What follows belongs to an exercise in optimizing a design on an open flow for small area; a production flow would make more cautious choices.
In this exercise RTL edits were held to simulation tests only and were not proved equivalent to the original.
No activity file was given, so power comes from the tool's default toggle rates.

[config.mk]
export PLATFORM = sky130hd
export DESIGN_NAME = sp_top
export DESIGN_NICKNAME = sp_top
export VERILOG_FILES = /design/flow/design.v
export SDC_FILE = /design/flow/constraint.sdc
export NUM_CORES = 4
export LEC_CHECK = 0
export CAP_MARGIN = 20
export CORE_MARGIN = 2
export CORE_UTILIZATION = 40
export PLACE_DENSITY = 0.6
export SLEW_MARGIN = 20
[constraint.sdc]
create_clock -name core_clock -period 10.0 [get_ports {clk}]
set_input_delay 2.0000 -clock core_clock [delete_from_list [all_inputs] [get_ports {clk}]]
set_output_delay 2.0000 -clock core_clock [all_outputs]
set_load 0.01 [all_outputs]
[design.v]
module sram #(parameter ADDR_WIDTH      =  8,
                        DATA_WIDTH      =  16)
            (
                rddata_o        ,
                wraddr_i        ,
                rdaddr_i        ,
                wrdata_i        ,
                wren_i          ,
                rden_i          ,
                wrclk           ,
                rdclk
            );
    parameter   MEM_DEPTH               =       2 ** ADDR_WIDTH                 ;
    output      [DATA_WIDTH-1           :0]         rddata_o                    ;                    
    input       [DATA_WIDTH-1           :0]         wrdata_i                    ;                    
    input       [ADDR_WIDTH-1           :0]         wraddr_i                    ;                    
    input       [ADDR_WIDTH-1           :0]         rdaddr_i                    ;                    
    input                                           wren_i                      ;                    
    input                                           rden_i                      ;                    
    input                                           wrclk                       ;                    
    input                                           rdclk                       ;                    
    reg         [DATA_WIDTH-1           :0]         rddata_o;
    reg         [DATA_WIDTH-1           :0]         mem         [MEM_DEPTH-1:0] ;                    
    always@(posedge wrclk)  begin
        if(wren_i) begin
            mem[wraddr_i] <= wrdata_i;
        end
    end
    always@(posedge rdclk)  begin
        if(rden_i) begin
            rddata_o <= mem[rdaddr_i];
        end   
    end
endmodule
module min #(parameter DATADEPTH  = 13
            )
            ( op1,
              op2,
              op3,
              op4,
              min);
    input  [DATADEPTH - 1       :0]              op1;
    input  [DATADEPTH - 1       :0]              op2;
    input  [DATADEPTH - 1       :0]              op3;
    input  [DATADEPTH - 1       :0]              op4;
    output [DATADEPTH - 1       :0]              min;
    wire   [DATADEPTH - 1       :0]              comp_result1_w;
    wire   [DATADEPTH - 1       :0]              comp_result2_w;
    assign comp_result1_w = op1 > op2?op2:op1;
    assign comp_result2_w = op3 > op4?op4:op3;
    assign min = comp_result1_w > comp_result2_w ? comp_result2_w : comp_result1_w;
endmodule
`timescale 1ns/1ps
module sram_controller #(parameter   NUM = 5,
                                     DATADEPTH = 12,
                                     IMG_WIDTH = 1920,
                                     IMG_HEIGHT = 1080
                        ) 
                        (                       clk,
                                              rst_n,
                                              vsync,
                                              hsync,
                                             data_i,
                                             data_o,
                                   through_valid_lt,
                                   through_valid_rd,
                                         full_valid,
                                              pos_y,
                                               en_o
                        );
    parameter ADDR        =      $clog2(IMG_WIDTH);                                                
    parameter STATE_NUM   =                      5;                                                
    parameter IDLE        =                 3'b000;                                                
    parameter RW_CORNER   =                 3'b001;                                                
    parameter RW_TURN     =                 3'b010;                                                
    parameter R_TURN      =                 3'b011;                                                
    input                                                             clk  ;                       
    input                                                           rst_n  ;                       
    input                                                           vsync  ;                       
    input                                                           hsync  ;                       
    input   [DATADEPTH - 1             : 0]                         data_i ;                       
    output  reg [NUM*DATADEPTH - 1     : 0]                         data_o ;                       
    output  reg [$clog2(NUM) - 1       : 0]                          pos_y ;                       
    output  reg                                           through_valid_lt ;                       
    output  reg                                           through_valid_rd ;
    output  reg                                                 full_valid ;                       
    output  reg                                                       en_o ;                       
    reg     [$clog2(STATE_NUM) - 1    : 0]               state_r, nstate_r ;                       
    reg     [NUM - 1                  : 0]                     mem_wr_en_r ;                       
    reg     [NUM - 1                  : 0]                     mem_rd_en_r ;                       
    reg     [NUM * ADDR - 1           : 0]                   mem_wr_addr_r ;                       
    reg     [NUM * ADDR - 1           : 0]                   mem_rd_addr_r ;                       
    reg     [NUM * DATADEPTH - 1      : 0]                   mem_wr_data_r ;                       
    wire    [NUM * DATADEPTH - 1      : 0]                   mem_rd_data_r ;                       
    reg     [$clog2(IMG_HEIGHT) - 1   : 0]                       count_y_r ;                       
    reg     [ADDR - 1    : 0]                                    count_x_r ;                       
    always@(posedge clk or negedge rst_n)begin
        if(!rst_n)
            state_r <= IDLE;
        else 
            state_r <= nstate_r;
    end
    always@(*)begin
        case(state_r)
            IDLE: begin
                    if(vsync && hsync)    
                        nstate_r = RW_CORNER;
                    else
                        nstate_r = IDLE;
            end
            RW_CORNER: begin    
                    if((count_y_r == IMG_HEIGHT) && (count_x_r == 0))   
                        nstate_r = R_TURN;
                    else if(state_r != RW_CORNER)   
                        nstate_r = RW_CORNER;
                    else                   
                        nstate_r = RW_TURN;     
            end
            RW_TURN: begin     
                    if((count_x_r == IMG_WIDTH - 1))  
                        nstate_r = RW_CORNER;
                    else       
                        nstate_r = RW_TURN;  
            end
            R_TURN: begin     
                    if((count_x_r == 0) && (count_y_r == IMG_HEIGHT))  
                        nstate_r = IDLE;
                    else
                        nstate_r = R_TURN;  
            end
            default: nstate_r = IDLE;
        endcase
    end
    always@(posedge clk or negedge rst_n)begin
        if(!rst_n)
            count_x_r <= 0;
        else begin
            case(nstate_r)
                IDLE:           
                    count_x_r <= 0;
                RW_CORNER:      
                    count_x_r <= 0;
                R_TURN:begin    
                    if(state_r == RW_CORNER)   
                       count_x_r <= IMG_WIDTH - NUM/2;
                    else if(count_x_r == IMG_WIDTH - 1)   
                       count_x_r <= 0; 
                    else                                  
                       count_x_r <= count_x_r + 1'b1;      
                end
                RW_TURN:begin  
                    if(count_x_r == IMG_WIDTH - 1)        
                       count_x_r <= 0; 
                    else
                       count_x_r <= count_x_r + 1'b1;     
                end
                default: count_x_r <= 0;
            endcase
        end
    end
    always@(posedge clk or negedge rst_n)begin
        if(!rst_n)
            count_y_r <= 0;
        else begin
            case(nstate_r)
                IDLE:       
                     count_y_r <= 0;
                R_TURN: begin   
                     if(state_r == RW_CORNER)
                        count_y_r <= IMG_HEIGHT - 3;
                     else if(count_x_r == IMG_WIDTH - 1)
                        count_y_r <= count_y_r + 1'b1;
                end
                RW_CORNER,RW_TURN: begin  
                     if(count_x_r == IMG_WIDTH - 1)
                        count_y_r <= count_y_r + 1'b1;
                end
                default: count_y_r <= 0;
            endcase
        end
    end
    wire[2:0] write_pos = count_y_r % NUM;   
    always@(*)begin
        if(!rst_n)
            mem_wr_en_r = 0;
        else begin
            case(nstate_r)
                IDLE,R_TURN: mem_wr_en_r = 0;    
                RW_CORNER,RW_TURN:begin          
                    mem_wr_en_r = 1 << write_pos;
                end
                default: mem_wr_en_r = 0;
            endcase
        end
    end
    always@(posedge clk or negedge rst_n)begin
        if(!rst_n)
            mem_rd_en_r <= 0;
        else begin
            case(nstate_r)
                 IDLE:
                      mem_rd_en_r <= 0;  
                 RW_CORNER: begin  
                    if(state_r == IDLE)
                      mem_rd_en_r <= 0;
                 end
                 default: mem_rd_en_r <={NUM{1'b1}};
            endcase
        end
    end
    genvar i,k;
    generate
    for(i = 0; i < NUM ; i = i + 1)begin:mem_rd_addr_loop
        always@(*)begin
            if(!rst_n)begin
                mem_rd_addr_r[i*ADDR+:ADDR] = 0;    
            end
            else begin
                case(nstate_r)
                    IDLE: begin   
                        if(state_r == R_TURN)
                            mem_rd_addr_r[i*ADDR+:ADDR] = 0;
                        else
                            mem_rd_addr_r[i*ADDR+:ADDR] = 0;
                    end
                    RW_CORNER:  
                            mem_rd_addr_r[i*ADDR+:ADDR] = count_x_r - 1'b1;
                    RW_TURN:    
                        if(state_r == RW_CORNER)
                            mem_rd_addr_r[i*ADDR+:ADDR] = IMG_WIDTH - 1'b1;
                        else
                            mem_rd_addr_r[i*ADDR+:ADDR] = count_x_r - 1'b1;
                    R_TURN:     
                        if(state_r == RW_CORNER)
                            mem_rd_addr_r[i*ADDR+:ADDR] = IMG_WIDTH - 1'b1;
                        else
                            mem_rd_addr_r[i*ADDR+:ADDR] = count_x_r;
                    default: mem_rd_addr_r[i*ADDR+:ADDR] = 0;
                endcase
            end
        end
    end
    endgenerate
    generate
        for(i = 0; i < NUM ; i = i + 1)begin:mem_wr_addr_loop
                always@(*)begin
                    if(!rst_n)
                        mem_wr_addr_r[i * ADDR +: ADDR] = 0;
                    else begin
                        case(nstate_r)
                            IDLE: 
                                mem_wr_addr_r[i * ADDR +: ADDR] = 0;  
                            R_TURN: 
                                mem_wr_addr_r[i * ADDR +: ADDR] = 0;  
                            RW_CORNER: 
                                mem_wr_addr_r[i * ADDR +: ADDR] = count_x_r;  
                            RW_TURN:  
                                mem_wr_addr_r[i * ADDR +: ADDR] = count_x_r;  
                            default: mem_wr_addr_r[i * ADDR +: ADDR] = 0;
                        endcase
                    end
                end
        end
    endgenerate
    generate
    for(i = 0; i < NUM ; i = i + 1)begin:mem_wr_data_loop
    always@(posedge clk or negedge rst_n)begin
        if(!rst_n)
                mem_wr_data_r[i * DATADEPTH +: DATADEPTH] <= 0;
        else begin
            case(nstate_r)
                IDLE,R_TURN:  
                    mem_wr_data_r[i * DATADEPTH +: DATADEPTH] <= 0;
                RW_CORNER,RW_TURN:   
                    mem_wr_data_r[i * DATADEPTH +: DATADEPTH] <= data_i;
                default: mem_wr_data_r[i * DATADEPTH +: DATADEPTH] <= 0;
            endcase
        end
    end
    end
    endgenerate
    always@(posedge clk or negedge rst_n)begin
        if(!rst_n)
            en_o <= 0;
        else begin
            case(nstate_r)
                IDLE: en_o <= 1'b0;
                RW_TURN,RW_CORNER: begin
                    if(((count_y_r == 2) && (count_x_r >= 1)) || (count_y_r > 2))         
                        en_o <= 1'b1;
                    else
                        en_o <= 1'b0;
                end
                R_TURN:
                        en_o <= 1'b1;
                default: en_o <= 1'b0;
            endcase
        end
    end
    integer j;
    always@(*)begin
        if(!rst_n)
            for(j = 0 ; j < NUM; j = j + 1)begin
                data_o[j * DATADEPTH +: DATADEPTH] = 0;  
            end
        else begin
            case(nstate_r) 
                IDLE : begin
                    if(state_r == R_TURN)
                        data_o = {mem_rd_data_r[0 * DATADEPTH +: DATADEPTH],mem_rd_data_r[1 * DATADEPTH +: DATADEPTH],
                                    mem_rd_data_r[2 * DATADEPTH +: DATADEPTH],mem_rd_data_r[3 * DATADEPTH +: DATADEPTH],
                                    mem_rd_data_r[4 * DATADEPTH +: DATADEPTH]};
                    else
                        data_o = 0;
                end
                RW_TURN, RW_CORNER: begin   
                    if(count_y_r <= 4)begin    
                            data_o = {mem_rd_data_r[0 * DATADEPTH +: DATADEPTH],mem_rd_data_r[1 * DATADEPTH +: DATADEPTH],
                                                mem_rd_data_r[2 * DATADEPTH +: DATADEPTH],mem_rd_data_r[3 * DATADEPTH +: DATADEPTH],
                                                mem_rd_data_r[4 * DATADEPTH +: DATADEPTH]};
                    end
                    else begin
                        if(count_x_r <= 1)begin  
                            case(write_pos)
                                    3'd1: data_o = {mem_rd_data_r[1 * DATADEPTH +: DATADEPTH],mem_rd_data_r[2 * DATADEPTH +: DATADEPTH],
                                                        mem_rd_data_r[3 * DATADEPTH +: DATADEPTH],mem_rd_data_r[4 * DATADEPTH +: DATADEPTH],
                                                        mem_rd_data_r[0 * DATADEPTH +: DATADEPTH]};
                                    3'd2: data_o = {mem_rd_data_r[2 * DATADEPTH +: DATADEPTH],mem_rd_data_r[3 * DATADEPTH +: DATADEPTH],
                                                        mem_rd_data_r[4 * DATADEPTH +: DATADEPTH],mem_rd_data_r[0 * DATADEPTH +: DATADEPTH],
                                                        mem_rd_data_r[1 * DATADEPTH +: DATADEPTH]};
                                    3'd3: data_o = {mem_rd_data_r[3 * DATADEPTH +: DATADEPTH],mem_rd_data_r[4 * DATADEPTH +: DATADEPTH],
                                                        mem_rd_data_r[0 * DATADEPTH +: DATADEPTH],mem_rd_data_r[1 * DATADEPTH +: DATADEPTH],
                                                        mem_rd_data_r[2 * DATADEPTH +: DATADEPTH]};
                                    3'd4: data_o = {mem_rd_data_r[4 * DATADEPTH +: DATADEPTH],mem_rd_data_r[0 * DATADEPTH +: DATADEPTH],
                                                        mem_rd_data_r[1 * DATADEPTH +: DATADEPTH],mem_rd_data_r[2 * DATADEPTH +: DATADEPTH],
                                                        mem_rd_data_r[3 * DATADEPTH +: DATADEPTH]};
                                    3'd0: data_o = {mem_rd_data_r[0 * DATADEPTH +: DATADEPTH],mem_rd_data_r[ 1 * DATADEPTH +: DATADEPTH],
                                                        mem_rd_data_r[2 * DATADEPTH +: DATADEPTH],mem_rd_data_r[3 * DATADEPTH +: DATADEPTH],
                                                        mem_rd_data_r[4 * DATADEPTH +: DATADEPTH]};
                                    default: data_o = 0;
                            endcase
                        end
                        else begin
                            case(write_pos)
                                    3'd1: data_o = {mem_rd_data_r[2 * DATADEPTH +: DATADEPTH],mem_rd_data_r[3 * DATADEPTH +: DATADEPTH],
                                                        mem_rd_data_r[4 * DATADEPTH +: DATADEPTH],mem_rd_data_r[0 * DATADEPTH +: DATADEPTH],
                                                        mem_rd_data_r[1 * DATADEPTH +: DATADEPTH]};
                                    3'd2: data_o = {mem_rd_data_r[3 * DATADEPTH +: DATADEPTH],mem_rd_data_r[4 * DATADEPTH +: DATADEPTH],
                                                        mem_rd_data_r[0 * DATADEPTH +: DATADEPTH],mem_rd_data_r[1 * DATADEPTH +: DATADEPTH],
                                                        mem_rd_data_r[2 * DATADEPTH +: DATADEPTH]};
                                    3'd3: data_o = {mem_rd_data_r[4 * DATADEPTH +: DATADEPTH],mem_rd_data_r[0 * DATADEPTH +: DATADEPTH],
                                                        mem_rd_data_r[1 * DATADEPTH +: DATADEPTH],mem_rd_data_r[2 * DATADEPTH +: DATADEPTH],
                                                        mem_rd_data_r[3 * DATADEPTH +: DATADEPTH]};
                                    3'd4: data_o = {mem_rd_data_r[0 * DATADEPTH +: DATADEPTH],mem_rd_data_r[1 * DATADEPTH +: DATADEPTH],
                                                        mem_rd_data_r[2 * DATADEPTH +: DATADEPTH],mem_rd_data_r[3 * DATADEPTH +: DATADEPTH],
                                                        mem_rd_data_r[4 * DATADEPTH +: DATADEPTH]};
                                    3'd0: data_o = {mem_rd_data_r[1 * DATADEPTH +: DATADEPTH],mem_rd_data_r[ 2 * DATADEPTH +: DATADEPTH],
                                                        mem_rd_data_r[3 * DATADEPTH +: DATADEPTH],mem_rd_data_r[4 * DATADEPTH +: DATADEPTH],
                                                        mem_rd_data_r[0 * DATADEPTH +: DATADEPTH]};
                                    default: data_o = 0;
                            endcase
                        end
                    end
                end
                R_TURN: begin    
                        data_o = {mem_rd_data_r[0 * DATADEPTH +: DATADEPTH],mem_rd_data_r[1 * DATADEPTH +: DATADEPTH],
                                    mem_rd_data_r[2 * DATADEPTH +: DATADEPTH],mem_rd_data_r[3 * DATADEPTH +: DATADEPTH],
                                    mem_rd_data_r[4 * DATADEPTH +: DATADEPTH]};
                end   
                default:  data_o = 0;
            endcase
        end
    end
    generate 
        for(i = 0;i < NUM ; i = i + 1)begin: mem_inst_loop
            sram #(.ADDR_WIDTH(ADDR),.DATA_WIDTH(DATADEPTH)) inst
            (.rddata_o(mem_rd_data_r[i * DATADEPTH +: DATADEPTH]),.wraddr_i(mem_wr_addr_r[i * ADDR +: ADDR]),
            .rdaddr_i(mem_rd_addr_r[i * ADDR +: ADDR]),.wrdata_i(mem_wr_data_r[i * DATADEPTH +: DATADEPTH]),
            .wren_i(mem_wr_en_r[i]),.rden_i(mem_rd_en_r[i]),.wrclk(clk),.rdclk(clk));
        end
    endgenerate
    always@(posedge clk or negedge rst_n)begin
        if(!rst_n)
            pos_y <= 0;
        else begin
            case(nstate_r)
                IDLE: begin
                    if(state_r == R_TURN)  
                         pos_y <= 4;
                    else  
                         pos_y <= 0;
                end                  
                RW_CORNER,RW_TURN:begin    
                    if(((count_y_r == 2) && (count_x_r > 0))) 
                        pos_y <= 0;
                    else if(((count_y_r == 3) && (count_x_r > 0))) 
                        pos_y <= 1;
                    else if((count_y_r == 4) && (count_x_r > 0))
                        pos_y <= 2;
                end
                R_TURN:begin   
                    if(state_r == RW_CORNER)
                        pos_y <= (IMG_HEIGHT - 1 - NUM/2) % NUM;
                    else
                        pos_y <= count_y_r % NUM;
                end
                default: pos_y <= 0;
            endcase
        end
    end
    always@(*)begin
        if(!rst_n)
            through_valid_lt = 1'b0;
        else begin
            case(nstate_r)
                IDLE: through_valid_lt = 1'b0;
                RW_CORNER,RW_TURN: begin    
                    if(((count_y_r == 2) && (count_x_r >= 1))  || (count_y_r == 3) || ((count_y_r == 4) && (count_x_r <= 2))) begin
                        through_valid_lt = 1'b1; 
                    end
                    else begin
                        through_valid_lt = 1'b0;
                    end
                end
                default: through_valid_lt = 1'b0;
            endcase
        end
    end
    always@(posedge clk or negedge rst_n)begin
        if(!rst_n)
            through_valid_rd <= 1'b0;
        else begin
            case(nstate_r)
                R_TURN:begin
                    if(state_r == RW_CORNER)
                        through_valid_rd <= 1'b0;
                    else
                        through_valid_rd <= 1'b1; 
                end
                default: through_valid_rd <= 1'b0;
            endcase
        end
    end
    always@(posedge clk or negedge rst_n)begin
        if(!rst_n)
            full_valid<=1'b0;
        else begin
            case(nstate_r)
                IDLE,R_TURN: full_valid <= 1'b0;
                RW_TURN,RW_CORNER:begin
                    if((count_y_r > 4) && ((count_x_r <= NUM) && (count_x_r >= 1)))
                        full_valid <= 1'b1; 
                    else
                        full_valid <= 1'b0;
                end
                default: full_valid <= 1'b0;
            endcase
        end
    end
endmodule
`timescale 1ns/1ps
module sp_noise_removal # (parameter  DATADEPTH =    12,
                                      BWIDTH    =     5,
                                      SIGMA     =   160)
                         (
                                      clk              ,
                                      rst_n            ,
                                      en_i             ,
                                      data_i           ,
                                      lt_through       ,
                                      rd_through       ,
                                      center_through   ,
                                      data_o           ,
                                      pos_y            ,
                                      en_o       
                         );
    parameter QUAN_WIDTH = $clog2(68);
    parameter THRE_WIDTH = QUAN_WIDTH + $clog2(SIGMA);
    input                                                                          clk;       
    input                                                                        rst_n;       
    input                                                                         en_i;       
    input           [BWIDTH * DATADEPTH - 1         :0]                         data_i;       
    input                                                                   lt_through;       
    input                                                                   rd_through;       
    input                                                               center_through;       
    input           [2                              :0]                          pos_y;       
    output reg      [DATADEPTH - 1                  :0]                         data_o;       
    output reg                                                                    en_o;      
    reg             [DATADEPTH - 1                          :0]   grad_h_r1, grad_h_r2;       
    reg             [DATADEPTH - 1                          :0]   grad_v_r1, grad_v_r2;       
    reg             [DATADEPTH - 1                          :0]   grad_d_r1, grad_d_r2;       
    reg             [DATADEPTH - 1                          :0]   grad_z_r1, grad_z_r2;       
    reg             [DATADEPTH                              :0]   grad_h_r;                   
    reg             [DATADEPTH                              :0]   grad_v_r;                   
    reg             [DATADEPTH                              :0]   grad_d_r;                   
    reg             [DATADEPTH                              :0]   grad_z_r;                   
    wire            [DATADEPTH                              :0]   grad_min;                   
    reg             [DATADEPTH                              :0]   h_intp1_r1, h_intp1_r2;     
    reg             [DATADEPTH                              :0]   v_intp1_r1, v_intp1_r2;     
    reg             [DATADEPTH                              :0]   d_intp1_r1, d_intp1_r2;     
    reg             [DATADEPTH                              :0]   z_intp1_r1, z_intp1_r2;     
    reg             [DATADEPTH                              :0]   intp_h_r;                   
    reg             [DATADEPTH                              :0]   intp_v_r;                   
    reg             [DATADEPTH                              :0]   intp_d_r;                   
    reg             [DATADEPTH                              :0]   intp_z_r;                   
    reg             [DATADEPTH                              :0]   intp_result;                
    wire            [DATADEPTH  - 1                         :0]   intp_cliped;                
    reg             [DATADEPTH  - 1                         :0]   intp_cliped_r;
    wire            [THRE_WIDTH - 1                         :0]   thre_w;                     
    reg             [BWIDTH * DATADEPTH-1                   :0]   cal_block_r  [0    :BWIDTH - 1];   
    reg                                                           lt_out_valid [0:6];
    reg             [DATADEPTH  - 1                         :0]   lt_out_data  [0:6];
    reg                                                           rd_out_valid [0:3];
    reg             [DATADEPTH  - 1                         :0]   rd_out_data  [0:3];
    reg                                                           center_out_valid[0:2];
    reg             [DATADEPTH  - 1                         :0]   center_out_data[0:2];
    reg             [DATADEPTH  - 1                         :0]   center_out_r6;
    reg             [DATADEPTH  - 1                         :0]   window_out;
    genvar i,j;
        generate 
            for(i = 0; i < BWIDTH; i = i + 1)begin: out_window_refresh_loop     
                for(j = 1; j<= BWIDTH; j = j + 1)begin: inner_wnidow_refresh_loop
                always@(posedge clk or negedge rst_n)begin
                    if(!rst_n)
                        cal_block_r[i][((j + 1) * DATADEPTH - 1)-:DATADEPTH] <= 0;
                    else 
                        cal_block_r[i][((j + 1) * DATADEPTH - 1)-:DATADEPTH] <= cal_block_r[i][(j * DATADEPTH - 1)-:DATADEPTH];
                end
            end
            end
        endgenerate
        generate 
            for(i = 0;i < BWIDTH; i = i + 1)begin
                always@(posedge clk or negedge rst_n)begin
                    if(!rst_n)begin
                        cal_block_r[i][DATADEPTH - 1 :0] <= 0;
                    end
                    else 
                        cal_block_r[i][DATADEPTH - 1 :0] <= data_i[((BWIDTH - i) * DATADEPTH - 1)-:DATADEPTH];
                end
            end
        endgenerate
        always@(posedge clk or negedge rst_n)begin
            if(!rst_n)
                center_out_r6 <= 0;
            else              
                center_out_r6 <= cal_block_r[2][(5 * DATADEPTH - 1)-:DATADEPTH];
        end
        always@(posedge clk or negedge rst_n)begin
            if(!rst_n)begin
                grad_h_r1 <= 0;
                grad_h_r2 <= 0;
            end
            else begin
                grad_h_r1 <= abs (cal_block_r[BWIDTH/2][DATADEPTH - 1:0],cal_block_r[BWIDTH/2][(BWIDTH*DATADEPTH - 1)-:DATADEPTH]);   
                grad_h_r2 <= abs (cal_block_r[BWIDTH/2][(2 * DATADEPTH - 1)-:DATADEPTH],cal_block_r[BWIDTH/2][((BWIDTH - 1) *DATADEPTH - 1)-:DATADEPTH]);  
            end
        end
        always@(posedge clk or negedge rst_n)begin
            if(!rst_n)begin          
                grad_v_r1 <= 0;
                grad_v_r2 <= 0;
            end
            else begin     
                grad_v_r1 <= abs(cal_block_r[0][((BWIDTH/2 + 1) * DATADEPTH - 1)-:DATADEPTH],cal_block_r[BWIDTH - 1][((BWIDTH/2 + 1) * DATADEPTH - 1)-:DATADEPTH]);  
                grad_v_r2 <= abs(cal_block_r[1][((BWIDTH/2 + 1) * DATADEPTH - 1)-:DATADEPTH],cal_block_r[BWIDTH - 2][((BWIDTH/2 + 1) * DATADEPTH - 1)-:DATADEPTH]);  
            end
        end
        always@(posedge clk or negedge rst_n)begin
            if(!rst_n)begin  
                grad_d_r1 <= 0;
                grad_d_r2 <= 0;
            end
            else begin                                                         
                grad_d_r1 <= abs(cal_block_r[0][(DATADEPTH - 1)-:DATADEPTH],cal_block_r[BWIDTH - 1][(BWIDTH * DATADEPTH - 1)-:DATADEPTH]);  
                grad_d_r2 <= abs(cal_block_r[1][(2*DATADEPTH - 1)-:DATADEPTH],cal_block_r[BWIDTH - 2][((BWIDTH - 1) * DATADEPTH - 1)-:DATADEPTH]);  
            end 
        end
        always@(posedge clk or negedge rst_n)begin
            if(!rst_n)begin 
                grad_z_r1 <= 0;
                grad_z_r2 <= 0;
            end
            else begin
                grad_z_r1 <= abs(cal_block_r[0][(BWIDTH*DATADEPTH - 1)-:DATADEPTH],cal_block_r[BWIDTH - 1][(DATADEPTH - 1)-:DATADEPTH]);  
                grad_z_r2 <= abs(cal_block_r[1][((BWIDTH - 1) *DATADEPTH - 1)-:DATADEPTH],cal_block_r[BWIDTH - 2][(2 * DATADEPTH - 1)-:DATADEPTH]);  
            end
        end 
    always@(posedge clk or negedge rst_n)begin
            if(!rst_n)begin
                h_intp1_r1 <= 0;
                h_intp1_r2 <= 0;
            end
            else begin
                h_intp1_r1 <= (cal_block_r[BWIDTH/2][DATADEPTH - 1:0] + cal_block_r[BWIDTH/2][(BWIDTH*DATADEPTH - 1)-:DATADEPTH] + 1)/2;  
                h_intp1_r2 <= (abs(cal_block_r[BWIDTH/2][(2 * DATADEPTH - 1)-:DATADEPTH],cal_block_r[BWIDTH/2][((BWIDTH - 1) *DATADEPTH - 1)-:DATADEPTH]) + 1)/2;  
            end
        end
        always@(posedge clk or negedge rst_n)begin
            if(!rst_n)begin
                v_intp1_r1 <= 0;
                v_intp1_r2 <= 0;
            end
            else begin
                v_intp1_r1 <= (cal_block_r[0][((BWIDTH/2 + 1) * DATADEPTH - 1)-:DATADEPTH] + cal_block_r[BWIDTH - 1][((BWIDTH/2 + 1) * DATADEPTH - 1)-:DATADEPTH] + 1)/2;  
                v_intp1_r2 <= (abs(cal_block_r[1][((BWIDTH/2 + 1) * DATADEPTH - 1)-:DATADEPTH],cal_block_r[BWIDTH - 2][((BWIDTH/2 + 1) * DATADEPTH - 1)-:DATADEPTH]) + 1)/2;   
            end
        end
        always@(posedge clk or negedge rst_n)begin
            if(!rst_n)begin
                d_intp1_r1 <= 0;
                d_intp1_r2 <= 0;
            end
            else begin
                d_intp1_r1 <= (cal_block_r[0][(DATADEPTH - 1)-:DATADEPTH] + cal_block_r[BWIDTH - 1][(BWIDTH * DATADEPTH - 1)-:DATADEPTH] + 1)/2;  
                d_intp1_r2 <= (abs(cal_block_r[1][(2*DATADEPTH - 1)-:DATADEPTH],cal_block_r[BWIDTH - 2][((BWIDTH - 1) * DATADEPTH - 1)-:DATADEPTH]) + 1)/2;   
            end
        end
        always@(posedge clk or negedge rst_n)begin
            if(!rst_n)begin
                z_intp1_r1 <= 0;
                z_intp1_r2 <= 0;
            end
            else begin
                z_intp1_r1 <= (cal_block_r[0][(BWIDTH*DATADEPTH - 1)-:DATADEPTH] + cal_block_r[BWIDTH - 1][(DATADEPTH - 1)-:DATADEPTH] + 1)/2;  
                z_intp1_r2 <= (abs(cal_block_r[1][((BWIDTH - 1) *DATADEPTH - 1)-:DATADEPTH],cal_block_r[BWIDTH - 2][(2 * DATADEPTH - 1)-:DATADEPTH]) + 1)/2;  
            end
        end
        always@(posedge clk or negedge rst_n)begin
            if(!rst_n) begin
                grad_h_r <= 0;
                grad_v_r <= 0;
                grad_d_r <= 0;
                grad_z_r <= 0;
            end
            else  begin
                grad_h_r <= grad_h_r1 + grad_h_r2;
                grad_v_r <= grad_v_r1 + grad_v_r2;
                grad_d_r <= grad_d_r1 + grad_d_r2;
                grad_z_r <= grad_z_r1 + grad_z_r2;
            end
        end
        always@(posedge clk or negedge rst_n)begin
            if(!rst_n) begin
                intp_h_r <= 0;
                intp_v_r <= 0;
                intp_d_r <= 0;
                intp_z_r <= 0;
            end
            else begin
                intp_h_r <= h_intp1_r1 + h_intp1_r2;
                intp_v_r <= v_intp1_r1 + v_intp1_r2;
                intp_d_r <= d_intp1_r1 + d_intp1_r2;
                intp_z_r <= z_intp1_r1 + z_intp1_r2;
            end
        end
        min#(.DATADEPTH(DATADEPTH + 1))inst1(.op1(grad_h_r), .op2(grad_v_r), .op3(grad_d_r),.op4(grad_z_r),.min(grad_min));
        always@(*)begin
            case(grad_min)
            grad_h_r:
                intp_result =   intp_h_r;
            grad_v_r:
                intp_result =   intp_v_r;
            grad_d_r:
                intp_result =   intp_d_r;
            grad_z_r:
                intp_result =   intp_z_r;
            default:
                intp_result =          0;
            endcase
        end
        assign intp_cliped = intp_result > 4095?4095:intp_result;
        assign thre_w = (SIGMA * 68) >> 4;
        always@(posedge clk or negedge rst_n)begin
            if(!rst_n)
                intp_cliped_r <= 0;
            else 
                intp_cliped_r <= intp_cliped;
        end
        always@(*)begin
            window_out = cal_block_r[2][(3*DATADEPTH - 1)-:DATADEPTH];    
        end
        function [DATADEPTH:0]  abs;
            input [DATADEPTH-1:0] op1;
            input [DATADEPTH-1:0] op2;
            abs = op1 > op2 ? op1 - op2:op2 - op1;
        endfunction
        generate
            for(i = 1; i < 7 ; i = i + 1)begin:lt_valid_loop
                always@(posedge clk or negedge rst_n)begin
                    if(!rst_n)begin
                        lt_out_valid[i] <= 0;
                    end
                    else begin
                        lt_out_valid[i] <=  lt_out_valid[i - 1]; 
                    end
                end 
            end
        endgenerate
        always@(posedge clk or negedge rst_n)begin
                if(!rst_n)begin
                    lt_out_valid[0] <= 0;
                end
                else begin
                    lt_out_valid[0] <=  lt_through; 
                end
        end
        generate
            for(i = 1; i < 7; i = i + 1)begin:lt_data_loop
                always@(posedge clk or negedge rst_n)begin
                    if(!rst_n)begin
                        lt_out_data[i][(DATADEPTH - 1)-:DATADEPTH] <= 0;
                    end
                    else begin
                        lt_out_data[i][(DATADEPTH - 1)-:DATADEPTH] <= lt_out_data[i - 1][(DATADEPTH - 1)-:DATADEPTH];
                    end
                end 
            end
        endgenerate
        always@(posedge clk or negedge rst_n)begin
            if(!rst_n)begin
                lt_out_data[0][(DATADEPTH - 1)-:DATADEPTH] <= 0;
            end
            else begin
                lt_out_data[0][(DATADEPTH - 1)-:DATADEPTH] <= data_i[((BWIDTH - pos_y)*DATADEPTH - 1)-:DATADEPTH];
            end
        end
        generate
            for(i = 1; i < 3 ; i = i + 1)begin: center_valid_loop
                always@(posedge clk or negedge rst_n)begin
                    if(!rst_n)begin
                        center_out_valid[i] <= 0;
                    end
                    else begin
                        center_out_valid[i] <=  center_out_valid[i - 1]; 
                    end
                end 
            end
        endgenerate
        always@(posedge clk or negedge rst_n)begin
                if(!rst_n)begin
                    center_out_valid[0] <= 0;
                end
                else begin
                    center_out_valid[0] <=  center_through; 
                end
        end
        generate
            for(i = 1; i < 3; i = i + 1)begin: center_data_loop
                always@(posedge clk or negedge rst_n)begin
                    if(!rst_n)begin
                        center_out_data[i][(DATADEPTH - 1)-:DATADEPTH] <= 0;
                    end
                    else begin
                        center_out_data[i][(DATADEPTH - 1)-:DATADEPTH] <= center_out_data[i - 1][(DATADEPTH - 1)-:DATADEPTH];
                    end
                end 
            end
        endgenerate
        always@(posedge clk or negedge rst_n)begin
            if(!rst_n)begin
                center_out_data[0][(DATADEPTH - 1)-:DATADEPTH] <= 0;
            end
            else begin
                center_out_data[0][(DATADEPTH - 1)-:DATADEPTH] <= cal_block_r[2][(3*DATADEPTH - 1)-:DATADEPTH];
            end
        end
         generate
            for(i = 1; i < 4 ; i = i + 1)begin: rd_valid_loop
                always@(posedge clk or negedge rst_n)begin
                    if(!rst_n)begin
                        rd_out_valid[i] <= 0;
                    end
                    else begin
                        rd_out_valid[i] <=  rd_out_valid[i - 1]; 
                    end
                end 
            end
        endgenerate
        always@(posedge clk or negedge rst_n)begin
                if(!rst_n)begin
                    rd_out_valid[0] <= 0;
                end
                else begin
                    rd_out_valid[0] <= rd_through; 
                end
        end
        generate
            for(i = 1; i < 4; i = i + 1)begin: rd_data_loop
                always@(posedge clk or negedge rst_n)begin
                    if(!rst_n)begin
                        rd_out_data[i][(DATADEPTH - 1)-:DATADEPTH] <= 0;
                    end
                    else begin
                        rd_out_data[i][(DATADEPTH - 1)-:DATADEPTH] <= rd_out_data[i - 1][(DATADEPTH - 1)-:DATADEPTH];
                    end
                end 
            end
        endgenerate
        always@(posedge clk or negedge rst_n)begin
            if(!rst_n)begin
                rd_out_data[0][(DATADEPTH - 1)-:DATADEPTH] <= 0;
            end
            else begin
                rd_out_data[0][(DATADEPTH - 1)-:DATADEPTH] <= data_i[((BWIDTH - pos_y)*DATADEPTH - 1)-:DATADEPTH];
            end
        end
    reg [DATADEPTH - 1 :0] window_out_r1, window_out_r2, window_out_r3;
    always@(posedge clk or negedge rst_n)begin
        if(!rst_n)begin
            {window_out_r1 , window_out_r2, window_out_r3} <= 0;
        end
        else begin
            {window_out_r1 , window_out_r2, window_out_r3} <= {window_out, window_out_r1, window_out_r2};
        end
    end
    reg [DATADEPTH - 1:0] Mux_out;
    always@(*)begin
        if(lt_out_valid[6])  
            Mux_out = lt_out_data[5][(DATADEPTH - 1)-:DATADEPTH];
        else if(rd_out_valid[3]) 
            Mux_out = rd_out_data[3][(DATADEPTH - 1)-:DATADEPTH];
        else if(center_out_valid[2])  
            Mux_out = center_out_data[2][(DATADEPTH - 1)-:DATADEPTH];
        else begin
            if((((center_out_r6 == 4095) || (center_out_r6 == 0)) && (abs(intp_cliped_r,center_out_r6) > thre_w)))
                Mux_out = intp_cliped_r;
            else
                Mux_out = window_out_r3;
        end
    end
    integer k;
    reg en_o_r[0:5];
    always@(posedge clk or negedge rst_n)begin
        if(!rst_n)
            for(k = 0 ;k < 6 ;k = k + 1)begin
                en_o_r[k]<= 0;
            end
        else begin
            en_o_r[0] <= en_i;
            for(k = 1 ;k < 6 ;k = k + 1)begin
                en_o_r[k]<= en_o_r[k - 1];
            end
        end
    end
    reg down;
    wire rd_fall_edge;
    assign rd_fall_edge = ~rd_out_valid[2] && rd_out_valid[3];
    always@(posedge clk or negedge rst_n)begin
            if(!rst_n)
                down <= 0;
            else if(rd_fall_edge)
                down <= 1;
            else if(lt_through)
                down <= 0;
    end
    always@(*)begin
         en_o = en_o_r[5] && !down;
    end
    always@(*)begin
         data_o = en_o?Mux_out:0;
    end
endmodule
`timescale 1ns/1ps
module sp_top #(parameter NUM        = 5,
                          DATADEPTH  = 12,
                          IMG_WIDTH  = 40,
                          IMG_HEIGHT = 30)
               (
                          input                      clk,
                          input                      rst_n,
                          input                      vsync,
                          input                      hsync,
                          input  [DATADEPTH - 1 : 0] data_i,
                          output [DATADEPTH - 1 : 0] data_o,
                          output                     en_o
               );
    wire [NUM * DATADEPTH - 1 : 0] col_data;
    wire [$clog2(NUM) - 1     : 0] pos_y;
    wire                           through_valid_lt;
    wire                           through_valid_rd;
    wire                           full_valid;
    wire                           col_en;
    sram_controller #(.NUM(NUM),
                      .DATADEPTH(DATADEPTH),
                      .IMG_WIDTH(IMG_WIDTH),
                      .IMG_HEIGHT(IMG_HEIGHT))
    u_sram_controller (
                      .clk(clk),
                      .rst_n(rst_n),
                      .vsync(vsync),
                      .hsync(hsync),
                      .data_i(data_i),
                      .data_o(col_data),
                      .through_valid_lt(through_valid_lt),
                      .through_valid_rd(through_valid_rd),
                      .full_valid(full_valid),
                      .pos_y(pos_y),
                      .en_o(col_en)
    );
    sp_noise_removal #(.DATADEPTH(DATADEPTH),
                       .BWIDTH(NUM),
                       .SIGMA(160))
    u_sp_noise_removal (
                      .clk(clk),
                      .rst_n(rst_n),
                      .en_i(col_en),
                      .data_i(col_data),
                      .lt_through(through_valid_lt),
                      .rd_through(through_valid_rd),
                      .center_through(full_valid),
                      .pos_y(pos_y),
                      .data_o(data_o),
                      .en_o(en_o)
    );
endmodule
[run.sh]
#!/bin/bash
# synth_recipe.tcl (not shown) runs the flow's synth.tcl, then flattens the netlist and writes it again
# the make line also repeats each setting of config.mk as NAME=value (left out here)
make -C /OpenROAD-flow-scripts/flow DESIGN_CONFIG=/design/flow/config.mk WORK_HOME=/design/flow/orfs CLKGATE_MAP_FILE= SYNTH_SCRIPT=/design/flow/synth_recipe.tcl finish
==> flow_summary.ini, run 1 <==
[logic_synthesis]
async_reset_ff_frac = 0.157
synth-seq-cells = 4629
synth_most_common_cell = edfxtp_1
syn_area_um2 = 204000
yosys.area.top_type = edfxtp_1
syn_area_per_cell_um2 = 12.1
seq_area_frac_synth = 0.664
synth_top_area_frac = 0.575
synth_ff_type = edfxtp_1
synth_cell_types = 109
ys_top_cells_by_count = edfxtp_1, nand2_1, nor2_1
synth_area_leaders = edfxtp_1, dfrtp_1, nand2_1
synth_fp_nets = 17300
synthCells = 16800
synth_edf_count = 3900
yosys_warnings = 31

[floorplanning]
fp-row-count = 262
die_y_um = 718
io_pins = 29
die-area_um2 = 515000
die_w_um = 718
core_um2 = 508000
initial_core_util = 0.401

[clock_tree]
htree_levels = 5
cts-buffers-inserted = 471
clk_pin_slew_ns = 0.06
cts_buffer_depth = 4
post_cts_buffers = 0
cts_tree = done
cts_num_sinks = 4629
cts_root_buffer = clkbuf_16
postCtsHoldBufs = 0
cts_resized = 0
clk_latency_ns = 1.09

[global_route]
first_global_vias = 133000
grt_pass1_wl_um = 918000
grt_overflow = 0
antenna_found_initial = 26
grt_usage = 0.235
grt_max_degree = 202

[pwr]
power.density_nw_per_um2 = 348
leakage_uw = 0.0798
peakVddDrop_mv = 0.339

[worst_setup_path]
cp_slowest_cell = nor4_4
cp-start-kind = flop
slowest_delay_ns = 0.94
crit_path_end_kind = flop
crit_fanout = 17
worstPathCellList = inv_1 -> ha_1 -> nand4_1 -> nor2_1 -> o31ai_1 -> a211oi_1 -> nand2_1 -> a21oi_1 -> ha_1 -> nand3_1 -> a21oi_1 -> o311ai_0 -> and3_1 -> nor4_4 -> a211oi_1 -> o21a_1 -> nor4_1 -> nand4_1 -> o2111a_1 -> a2111oi_4 -> o32ai_1
critPathArrivalTime_ns = 8.94
crit_type = flop to flop
crit_required_ns = 10.83

[route]
avgViaCountPerCell = 5.89
drt_iter0_markers = 16400
ant_nets = 0
drt-met1-wl_um = 262000
routed-via-count = 140000
wl_met2_um = 286000
drc = 0
met3WireLength_um = 53700
routedWlPerCell_um = 26.3
first_pass_iters = 7
drt-total-wl_um = 628000
routed.top_layer = met5

[place]
portBuffers = 28
post-dp-hpwl_um = 393000
place_congestion = 0.940

[sta]
tns_ns = 0
rsz0062_at_grt = no
tightest_slew_ns = 1.29
fin_crit_ns = 8.12
fmax_mhz = 123
period_share = 0.812
setup_viol = 0
slew_violations = 0
relSlewSlack = 0.134
hold_violations = 0
clock_skew_ns = 0.116

[finish]
drive_gt1_frac = 0.0867
area_growth_pct = 12.3
fin_util = 0.450
fillers = 45800
num-nets-final = 17200

[min_path]
min_path_type = flop to flop

[status]
status = timing/DRC/antenna clean

[flow_run]
maxCapViolations = 0
final cells by class:
| class | instances | area (um^2) | area share |
|---|---|---|---|
| Inverter | 497 | 1870 | 0.00815 |
| Clock buffer | 597 | 12500 | 0.0547 |
| Sequential cell | 4629 | 135000 | 0.592 |
| Tap cell | 6732 | 8420 | 0.0368 |
| Timing Repair Buffer | 612 | 5640 | 0.0247 |
| Antenna cell | 11 | 27.5 | 0.000120 |
| Multi-Input combinational cell | 10500 | 62400 | 0.273 |
| Clock inverter | 280 | 2590 | 0.0113 |
per-stage QoR:
stage | instances | hold slack [ns] | power [uW] | setup slack [ns] | area, um^2
4_1_cts | 23900 | 0.318 | 79500 | 1.91 | 229000
6_report | 23900 | 0.319 | 79600 | 1.88 | 229000
5_1_grt | 23900 | 0.323 | 83600 | 1.42 | 229000
3_5_place_dp | 23000 | 0.335 | 62200 | 1.30 | 214000
2_1_floorplan | 16800 | 0.331 | 49000 | 4.30 | 204000
3_3_place_gp | 23000 | 0.331 | 62100 | 1.36 | 213000
routing by layer:
metal,vias up,GRT usage
li1,62700,-
met1,70700,0.329
met2,6078,0.366
met3,1027,0.0427
met4,12,0.0855
met5,-,0
sequential cells by signal, summed over array words and instances (netlist names), 36 cells and up:
register                                       flops
u_sp_noise_removal.cal_block_r                   252
u_sp_noise_removal.center_out_data                36
u_sp_noise_removal.lt_out_data                    36
u_sp_noise_removal.rd_out_data                    36
u_sram_controller.mem_inst_loop.inst.mem        3840
u_sram_controller.mem_inst_loop.inst.rddata_o     60
cell families (layout without fill, tap and decap cells):
logic type | after synthesis | in the layout | synth area share
AO/OA/AOI/OAI | 3108 | 3108 | 0.112
XOR/XNOR | 307 | 307 | 0.0132
adder cells (fa/ha/maj) | 455 | 455 | 0.0290
buffers and inverters | 1704 | 1986 | 0.0321
flip-flops | 4629 | 4629 | 0.664
multiplexers | 90 | 90 | 0.00490
other | 0 | 11 | 0
AND/OR/NAND/NOR | 6552 | 6552 | 0.145
final timing paths:
check	slack, ns	to	depth (start not counted)	startpoint
setup / recovery	1.88	u_sp_noise_removal.intp_cliped_r[3]	21	u_sp_noise_removal.grad_z_r[5]
hold reg to reg	0.32	u_sp_noise_removal.cal_block_r[1][18]	0	u_sp_noise_removal.cal_block_r[1][6]
max in group asynchronous	6.12	u_sram_controller.mem_wr_data_r[55]	4	rst_n
setup reg to reg	1.88	u_sp_noise_removal.intp_cliped_r[3]	21	u_sp_noise_removal.grad_z_r[5]
min in group asynchronous	0.91	u_sp_noise_removal.center_out_data[2][3]	1	rst_n
hold / removal	0.32	u_sp_noise_removal.cal_block_r[1][18]	0	u_sp_noise_removal.cal_block_r[1][6]
critical path: cells and delay by family (launching register included):
family | cells | cell delay [ns]
flip-flops | 1 | 0.50
AND/OR/NAND/NOR | 8 | 2.96
buffers and inverters | 1 | 0.16
adder cells (fa/ha/maj) | 2 | 0.52
AO/OA/AOI/OAI | 10 | 3.74
report_power, final:
part | total (uW) | switching [uW] | internal, uW
combinational | 36300 | 24800 | 11500
clock | 17300 | 7610 | 9720
sequential | 25900 | 1910 | 24000
total | 79600 | 34300 | 45200
layout by cell type (no fill, tap or decap), drive strengths merged, types with 52 or more instances in the layout:
| cell | netlist | routed |
|---|---|---|
| and3 | 273 | 273 |
| ha | 425 | 425 |
| buf | 151 | 585 |
| inv | 497 | 509 |
| o21bai | 56 | 56 |
| or3 | 257 | 257 |
| nand2 | 2376 | 2376 |
| o21ai | 264 | 264 |
| nand2b | 68 | 68 |
| dfrtp | 729 | 729 |
| o31ai | 264 | 264 |
| a311oi | 486 | 486 |
| xor2 | 73 | 73 |
| and2 | 72 | 72 |
| nor3 | 1295 | 1295 |
| a21boi | 52 | 52 |
| nand4 | 81 | 81 |
| mux2i | 67 | 67 |
| xnor2 | 234 | 234 |
| a211oi | 265 | 265 |
| nor2 | 1335 | 1335 |
| nand3 | 577 | 577 |
| a22oi | 52 | 52 |
| nor2b | 106 | 106 |
| clkinv | 0 | 221 |
| a21oi | 559 | 559 |
| clkbuf | 1056 | 597 |
| o311ai | 246 | 246 |
| a21o | 96 | 96 |
| edfxtp | 3900 | 3900 |
| o211ai | 356 | 356 |
==> run 2, diff against run 1 <==
==> design.v (replaced) <==
`timescale 1ns/1ps
module sp_top (
    input             clk,
    input             rst_n,
    input             vsync,
    input             hsync,
    input      [11:0] data_i,
    output reg [11:0] data_o,
    output reg        en_o
);
    localparam W = 40;
    localparam N = 4 * W + 5;           
    reg [11:0] d [0:N-1];
    integer k;
    always @(posedge clk) begin
        d[0] <= data_i;
        for (k = 1; k < N; k = k + 1)
            d[k] <= d[k-1];
    end
    wire [11:0] ta [-2:2][-2:2];
    genvar gy, gx;
    generate
        for (gy = -2; gy <= 2; gy = gy + 1) begin : g_ty
            for (gx = -2; gx <= 2; gx = gx + 1) begin : g_tx
                localparam integer P = 2 * W + 1 - W * gy - gx;
                if (P < 0) begin : g_in
                    assign ta[gy][gx] = data_i;
                end else begin : g_reg
                    assign ta[gy][gx] = d[P];
                end
            end
        end
    endgenerate
    function [11:0] absd;
        input [11:0] a, b;
        absd = (a > b) ? a - b : b - a;
    endfunction
    wire [12:0] gh = absd(ta[0][-2], ta[0][2])  + absd(ta[0][-1], ta[0][1]);
    wire [12:0] gv = absd(ta[-2][0], ta[2][0])  + absd(ta[-1][0], ta[1][0]);
    wire [12:0] gd = absd(ta[-2][2], ta[2][-2]) + absd(ta[-1][1], ta[1][-1]);
    wire [12:0] gz = absd(ta[-2][-2], ta[2][2]) + absd(ta[-1][-1], ta[1][1]);
    wire        s1 = gv < gh;              
    wire        s2 = gz < gd;              
    wire [12:0] m1 = s1 ? gv : gh;
    wire [12:0] m2 = s2 ? gz : gd;
    wire        s3 = m2 < m1;
    reg  [1:0]  dir;                       
    always @(posedge clk)
        dir <= s3 ? {1'b1, s2} : {1'b0, s1};
    localparam C = 2 * W + 2;              
    reg [11:0] p1, p2, q1, q2;
    always @(*) begin
        case (dir)
        2'd0: begin p1 = d[C+2];     p2 = d[C-2];     q1 = d[C+1];     q2 = d[C-1];     end
        2'd1: begin p1 = d[C+2*W];   p2 = d[C-2*W];   q1 = d[C+W];     q2 = d[C-W];     end
        2'd2: begin p1 = d[C+2*W-2]; p2 = d[C-2*W+2]; q1 = d[C+W-1];   q2 = d[C-W+1];   end
        default: begin p1 = d[C+2*W+2]; p2 = d[C-2*W-2]; q1 = d[C+W+1]; q2 = d[C-W-1]; end
        endcase
    end
    wire [12:0] ps  = p1 + p2 + 13'd1;
    wire [11:0] qa  = absd(q1, q2);
    wire [12:0] qh  = {1'b0, qa} + 13'd1;
    wire [12:0] e13 = ps[12:1] + qh[12:1];
    wire [11:0] e   = e13[12] ? 12'd4095 : e13[11:0];
    wire [11:0] c   = d[C];
    wire        hit = (c == 12'd0) ? (e > 12'd680) :
                      (c == 12'd4095) ? (e < 12'd3415) : 1'b0;
    reg        busy;
    reg [5:0]  rowc;
    reg [5:0]  col;
    always @(posedge clk or negedge rst_n) begin
        if (!rst_n)
            busy <= 1'b0;
        else if (!busy)
            busy <= vsync & hsync;
        else if (rowc == 6'd32 && col == 6'd39)
            busy <= 1'b0;
    end
    always @(posedge clk) begin
        if (!busy) begin
            rowc <= 6'd0;
            col  <= 6'd38;
        end else if (col == 6'd39) begin
            rowc <= rowc + 6'd1;
            col  <= 6'd0;
        end else
            col  <= col + 6'd1;
    end
    wire filt = (rowc >= 6'd5 && rowc <= 6'd30 && col >= 6'd2 && col <= 6'd36) ||
                (rowc == 6'd30 && col == 6'd37);
    always @(posedge clk or negedge rst_n) begin
        if (!rst_n)
            en_o <= 1'b0;
        else
            en_o <= busy && rowc >= 6'd3;
    end
    always @(posedge clk)
        data_o <= (filt && hit) ? e : c;
endmodule
--- a/config.mk
+++ b/config.mk
@@ -9,4 +9,6 @@
 export CORE_MARGIN = 2
-export CORE_UTILIZATION = 40
-export PLACE_DENSITY = 0.6
+export CORE_UTILIZATION = 60
+export CTS_BUF_LIST = sky130_fd_sc_hd__clkbuf_8
+export CTS_CLUSTER_SIZE = 24
+export PLACE_DENSITY = 0.75
 export SLEW_MARGIN = 20
==> run 2 against run 1 <==
Compared with the run above:
- still clean on timing, DRC and antenna
- sequential share of layout area grew 4.3 points
- count of clock-buffer cells in the layout shrank 229
- largest power group is now sequential cells
- register-to-register slack lost 0.45 ns
- power shrank 79%
- first-iteration DRC count shrank 89%
- design area shrank 72%
- clock power shrank 63%
- global-route usage shrank 1.4 points
- critical path depth grew 9
- sequential cell count shrank 2621
==> flow_summary.ini, run 2 <==
[logic_synthesis]
synth-seq-cells = 2008
synthCells = 4070
yosys_warnings = 2
synth_area_leaders = dfxtp_1, ha_1, inv_1
yosys.area.top_type = dfxtp_1
async_reset_ff_frac = 0.000996
syn_area_um2 = 55800
synth_edf_count = 0
ys_top_cells_by_count = dfxtp_1, ha_1, inv_1
synth_ff_type = dfxtp_1
seq_area_frac_synth = 0.720
synth_cell_types = 91
synth_top_area_frac = 0.719
syn_area_per_cell_um2 = 13.7
synth_most_common_cell = dfxtp_1
synth_fp_nets = 4433

[finish]
largest_register_ffs = 1980
num-nets-final = 4710
reg.largest.list = d: 1980 flops, data_o: 12 flops
mostFrequentLayoutCells = dfxtp_1, inv_1, clkbuf_8, ha_1, a21oi_1
area_growth_pct = 13.5
top_register = d
finalNonFillerCells = 5795
drive_gt1_frac = 0.121
final_common_cell = dfxtp_1

[floorplanning]
io_pins = 29
fp-row-count = 111
die_w_um = 309
die_y_um = 309
core_um2 = 91900
initial_core_util = 0.607
die-area_um2 = 95500

[global_route]
grt_overflow = 0
antenna_found_initial = 9
grt_pass1_wl_um = 161000
first_global_vias = 29800
grt_max_degree = 48
grt_usage = 0.221

[clock_tree]
htree_levels = 5
postCtsHoldBufs = 0
clk_pin_slew_ns = 0.06
cts_root_buffer = clkbuf_8
cts-buffers-inserted = 303
cts_resized = 0
cts_num_sinks = 2008
post_cts_buffers = 0
cts_buffer_depth = 4
clk_latency_ns = 0.94
cts_tree = done

[pwr]
peakVddDrop_mv = 0.193
leakage_uw = 0.0277
seq_power_share = 0.493
p_comb_frac = 0.124
power_switching_share = 0.248
clkPwrFrac = 0.383
finalPower_uw = 16800
power.density_nw_per_um2 = 265
p_int_uw = 12600
p_sw_uw = 4160

[sta]
period_share = 0.856
hold_violations = 0
fin_crit_ns = 8.56
relSlewSlack = 0.320
tightest_slew_ns = 1.01
clock_skew_ns = 0.0572
rsz0062_at_grt = no
fmax_mhz = 117
tns_ns = 0
setup_viol = 0
slew_violations = 0

[route]
routedWlPerCell_um = 17.8
drt-total-wl_um = 103000
drc = 0
first_pass_iters = 5
ant_nets = 0
drt_iter0_markers = 1770
routed-via-count = 29000
avgViaCountPerCell = 5.00

[worst_setup_path]
slowest_delay_ns = 0.67
crit_path_end_kind = flop
cp-start-kind = flop
crit_required_ns = 10.80
crit_type = flop to flop
crit_fanout = 21
cp_slowest_cell = o21ai_0
critPathArrivalTime_ns = 9.37

[place]
place_congestion = 0.919
portBuffers = 28
dp.cells = 5285
post-dp-hpwl_um = 69500

[status]
status = timing/DRC/antenna clean

[min_path]
min_path_type = flop to flop

[flow_run]
maxCapViolations = 0
run 2: cell count changes in the layout (fill, tap and decap cells not counted), sizes merged, moves of 343 or more:
cell,delta
buf,-575
nor2,-1219
nand3,-537
o211ai,-343
dfrtp,-727
dfxtp,+2006
nand2,-2267
a311oi,-478
edfxtp,-3900
a21oi,-381
nor3,-1268
run 2: stage by stage:
| step | instance area (um^2) | hold slack (ns) | setup slack [ns] | util |
|---|---|---|---|---|
| final | 63400 | 0.271 | 1.44 | 0.689 |
| after global routing | 63300 | 0.271 | 0.950 | 0.689 |
| after CTS | 63300 | 0.254 | 1.55 | 0.689 |
| after detailed placement | 57400 | 0.312 | 0.685 | 0.625 |
| after global placement | 57400 | 0.309 | 0.840 | 0.625 |
| after floorplan | 55800 | 0.310 | 1.76 | - |
run 2: logic make-up (layout without fill, tap and decap cells):
| family | count (synthesis) | in the layout | synth area share |
|---|---|---|---|
| multiplexers | 152 | 152 | 0.0390 |
| XOR/XNOR | 161 | 161 | 0.0253 |
| flip-flops | 2008 | 2008 | 0.720 |
| other | 0 | 7 | 0 |
| AO/OA/AOI/OAI | 577 | 577 | 0.0681 |
| buffers and inverters | 378 | 853 | 0.0266 |
| AND/OR/NAND/NOR | 447 | 447 | 0.0398 |
| adder cells (fa/ha/maj) | 347 | 347 | 0.0810 |
run 2: worst max-delay path, delay by kind of cell (launching register included):
family / cells / cell delay, ns
AOI/OAI and AO/OA: 16 / 4.01
adders and majority gates: 4 / 1.44
and+or+nand+nor: 4 / 1.20
muxes: 2 / 0.57
DFF: 1 / 0.45
xor gates and xnor gates: 2 / 0.39
buffers and inverters: 2 / 0.36
run 2: layer usage:
metal  vias up  global-route usage  wire length [um]
met4         0              0.0832              2630
met1     13800               0.302             47700
met3       211              0.0479              6560
li1      14100                   -                 -
met5         -                   0                 0
met2       806               0.346             46300
run 2: path summary, 6_finish.rpt:
check | start | endpoint | slack [ns] | cells past startpoint
max | d[1][9] | dir[0] | 1.44 | 30
min | d[33][8] | d[34][8] | 0.27 | 0
max reg2reg | d[1][9] | dir[0] | 1.44 | 30
min reg2reg | d[33][8] | d[34][8] | 0.27 | 0
max in group asynchronous | rst_n | busy | 8.63 | 1
min in group asynchronous | rst_n | en_o | 1.26 | 1
run 2: area by class of cell:
class                           count  area [um^2]
Sequential cell                  2008        40200
Fill cell                        6211        28600
Multi-Input combinational cell   1684        14100
Clock buffer                      368         5060
Tap cell                         1243         1560
Inverter                          312         1170
Clock inverter                    135          850
Timing Repair Buffer               38          355
Antenna cell                        7         17.5
run 2: power by group through the flow:
stage	Sequential, uW	Combinational (uW)	Clock (uW)
finish	8270	2090	6420
global route	8280	2310	6950
CTS	8270	2070	6600
detailed placement	8450	2060	0
global placement	8440	2040	0
floorplan	8370	1660	0
==> run 3, diff against run 2 <==
--- a/config.mk
+++ b/config.mk
@@ -9,6 +9,4 @@
 export CORE_MARGIN = 2
-export CORE_UTILIZATION = 60
-export CTS_BUF_LIST = sky130_fd_sc_hd__clkbuf_8
-export CTS_CLUSTER_SIZE = 24
-export PLACE_DENSITY = 0.75
+export CORE_UTILIZATION = 40
+export PLACE_DENSITY = 0.6
 export SLEW_MARGIN = 20
==> run 3 against run 2 <==
Compared with the run above:
- still clean
- area after synthesis unchanged
- non-clock buffer count increased by 4
- synthesized cell count unchanged
- first-iteration DRC count decreased by 11%
- design area increased by 1.9%
- die area increased by 49%
- critical path type is now input port to flop
- critical endpoint unchanged
- largest cell class unchanged
==> flow_summary.ini, run 3 <==
[worst_setup_path]
path_common_cell = a21oi_1
cp_slowest_cell = clkdlybuf4s50_1
crit_fanout = 21
cp_top_family = compound AO/OA/AOI/OAI gates
slowest_delay_ns = 0.53
crit_required_ns = 10.65
critPathArrivalTime_ns = 9.32
crit_type = input port to flop
rrSetupSlack_ns = 1.45
path_buf_inv = 4
crit_path_end_kind = flop
cp-start-kind = input port

[finish]
design_area_um2 = 64500
num-nets-final = 4590
largest_register_ffs = 1980
mostFrequentLayoutCells = dfxtp_1, ha_1, inv_1, clkbuf_16, a21oi_1
finalNonFillerCells = 6255
reg.largest.list = d: 1980 flops, data_o: 12 flops
drive_gt1_frac = 0.103
final_common_cell = dfxtp_1
top_register = d
fillers = 12200
area_growth_pct = 15.6

[pwr]
finalPower_uw = 17400
power.density_nw_per_um2 = 270
peakVddDrop_mv = 0.180
leakage_uw = 0.0274

[logic_synthesis]
synth_area_leaders = dfxtp_1, ha_1, inv_1
ys_top_cells_by_count = dfxtp_1, ha_1, inv_1
syn_area_per_cell_um2 = 13.7
syn_area_um2 = 55800
yosys.area.top_type = dfxtp_1
synth_fp_nets = 4433
synth_top_area_frac = 0.719
synth_most_common_cell = dfxtp_1
synth_edf_count = 0
synth_ff_type = dfxtp_1
async_reset_ff_frac = 0.000996
synth_cell_types = 91
synth-seq-cells = 2008
yosys_warnings = 2
synthCells = 4070
seq_area_frac_synth = 0.720

[clock_tree]
cts-buffers-inserted = 179
cts_num_sinks = 2008
cts_buffer_depth = 3
cts_tree = done
postCtsHoldBufs = 0
clk_pin_slew_ns = 0.07
post_cts_buffers = 0
cts_root_buffer = clkbuf_16
clk_latency_ns = 0.79
cts_resized = 0
htree_levels = 4

[floorplanning]
die-area_um2 = 143000
die_w_um = 378
core_um2 = 139000
fp-row-count = 137
initial_core_util = 0.402
die_y_um = 378
io_pins = 29

[route]
routedWlPerCell_um = 16.5
routed-via-count = 28000
drt_iter0_markers = 1580
drc = 0
drt-total-wl_um = 103000
avgViaCountPerCell = 4.48
first_pass_iters = 5
ant_nets = 0

[status]
status = timing/DRC/antenna clean

[global_route]
grt_pass1_wl_um = 159000
grt_usage = 0.147
grt_overflow = 0
first_global_vias = 28000
antenna_found_initial = 18
grt_max_degree = 37

[sta]
slew_violations = 0
fin_ws_ns = 1.33
period_share = 0.867
fin_crit_ns = 8.67
tns_ns = 0
rsz0062_at_grt = no
relSlewSlack = 0.266
tightest_slew_ns = 1.10
hold_violations = 0
clock_skew_ns = 0.0588
setup_viol = 0
fmax_mhz = 115

[place]
place_congestion = 0.908
place_area_um2 = 58300
portBuffers = 28
dp.cells = 5922
post-dp-hpwl_um = 73300
dp_slack_ns = 0.516

[flow_run]
maxCapViolations = 0

[min_path]
min_path_type = flop to flop
## run 3: cell counts after synthesis
Identical to the previous run, type by type.
## run 3: cells by family after synthesis
logic type | after synthesis | synth area share
xor+xnor | 161 | 0.0253
fa+ha+maj | 347 | 0.0810
mux | 152 | 0.0390
buf+inv | 378 | 0.0266
flops | 2008 | 0.720
simple gates | 447 | 0.0398
compound gates | 577 | 0.0681
## run 3: cell type report
type	instances	area (um^2)	share of cell area
diodes	1	2.50	0.0000388
clock buffers	237	5070	0.0785
clock inverters	95	1220	0.0189
inverters	312	1170	0.0181
multi-input cells	1684	14100	0.219
flip-flops and latches	2008	40200	0.623
well taps	1876	2350	0.0364
repair buffers	42	385	0.00597
## run 3: final timing paths
| path | end | from | cells after the start |
|---|---|---|---|
| setup / recovery | dir[0] | data_i[0] | 33 |
| hold / removal | d[90][7] | d[89][7] | 0 |
| setup reg to reg | dir[0] | d[41][9] | 30 |
| hold reg to reg | d[90][7] | d[89][7] | 0 |
| max in group asynchronous | busy | rst_n | 1 |
| min in group asynchronous | en_o | rst_n | 1 |
## run 3: power breakdown
group	internal (uW)	total [uW]	switching, uW
Sequential	8150	8270	117
Clock	4000	6990	2990
Combinational	921	2180	1260
Total	13100	17400	4370
## run 3: layer usage
layer / global-route usage / share of wire
met5: 0 / 0.00022
met4: 0.0567 / 0.032
met3: 0.0347 / 0.058
met2: 0.213 / 0.41
met1: 0.210 / 0.50
## run 3: metrics by stage
step                      hold WS, ns   util
after floorplan                 0.310      -
after global placement          0.310  0.419
after detailed placement        0.312  0.419
after CTS                       0.287  0.464
after global routing            0.297  0.464
final                           0.294  0.464
## run 3: worst register-to-register path: cells and delay by family (launching register included)
family	cells	cell delay, ns
adders and majority gates	4	1.42
and+or+nand+nor	4	1.10
AOI/OAI and AO/OA	16	4.19
buffers and inverters	2	0.37
xor gates and xnor gates	2	0.43
muxes	2	0.57
DFF	1	0.41

what the ideal ports hide:
Ports are ideal in the flow. The routed layouts listed here were re-timed in OpenROAD. Step 1 (the two cells are an assumption about what drives the block):
set clk [get_ports {clk}]
set_driving_cell -lib_cell sky130_fd_sc_hd__clkbuf_16 $clk
set_driving_cell -lib_cell sky130_fd_sc_hd__buf_2 [delete_from_list [all_inputs] $clk]
Step 2 moves the port delays by t, midway between the first and last clock arrival at a register: inputs arrive t later, outputs are due t later. That takes back most of the time a late clock gives input paths. Three values: ideal ports, drivers, drivers and shift; two values: the first two.
| run | t (ns) | setup slack, ns | worst setup path at the end | slew at the worst register clock pin (ns) | worst data-port slew with drivers (ns) |
|---|---|---|---|---|---|
| run 1 | 1.146 | 1.882 / 1.882 / 1.067 | input to register | 0.07 / 0.07 | 0.09 |
| run 2 | 0.976 | 1.436 / 1.436 / 0.638 | input to register | 0.07 / 0.07 | 0.04 |
| run 3 | 0.833 | 1.333 / 1.343 / 0.511 | input to register | 0.07 / 0.07 | 0.08 |
After both steps every run listed still meets setup and hold. For run 3, which loses most, drivers alone change the setup slack by +0.010 ns; drivers and shift together by -0.822 ns.
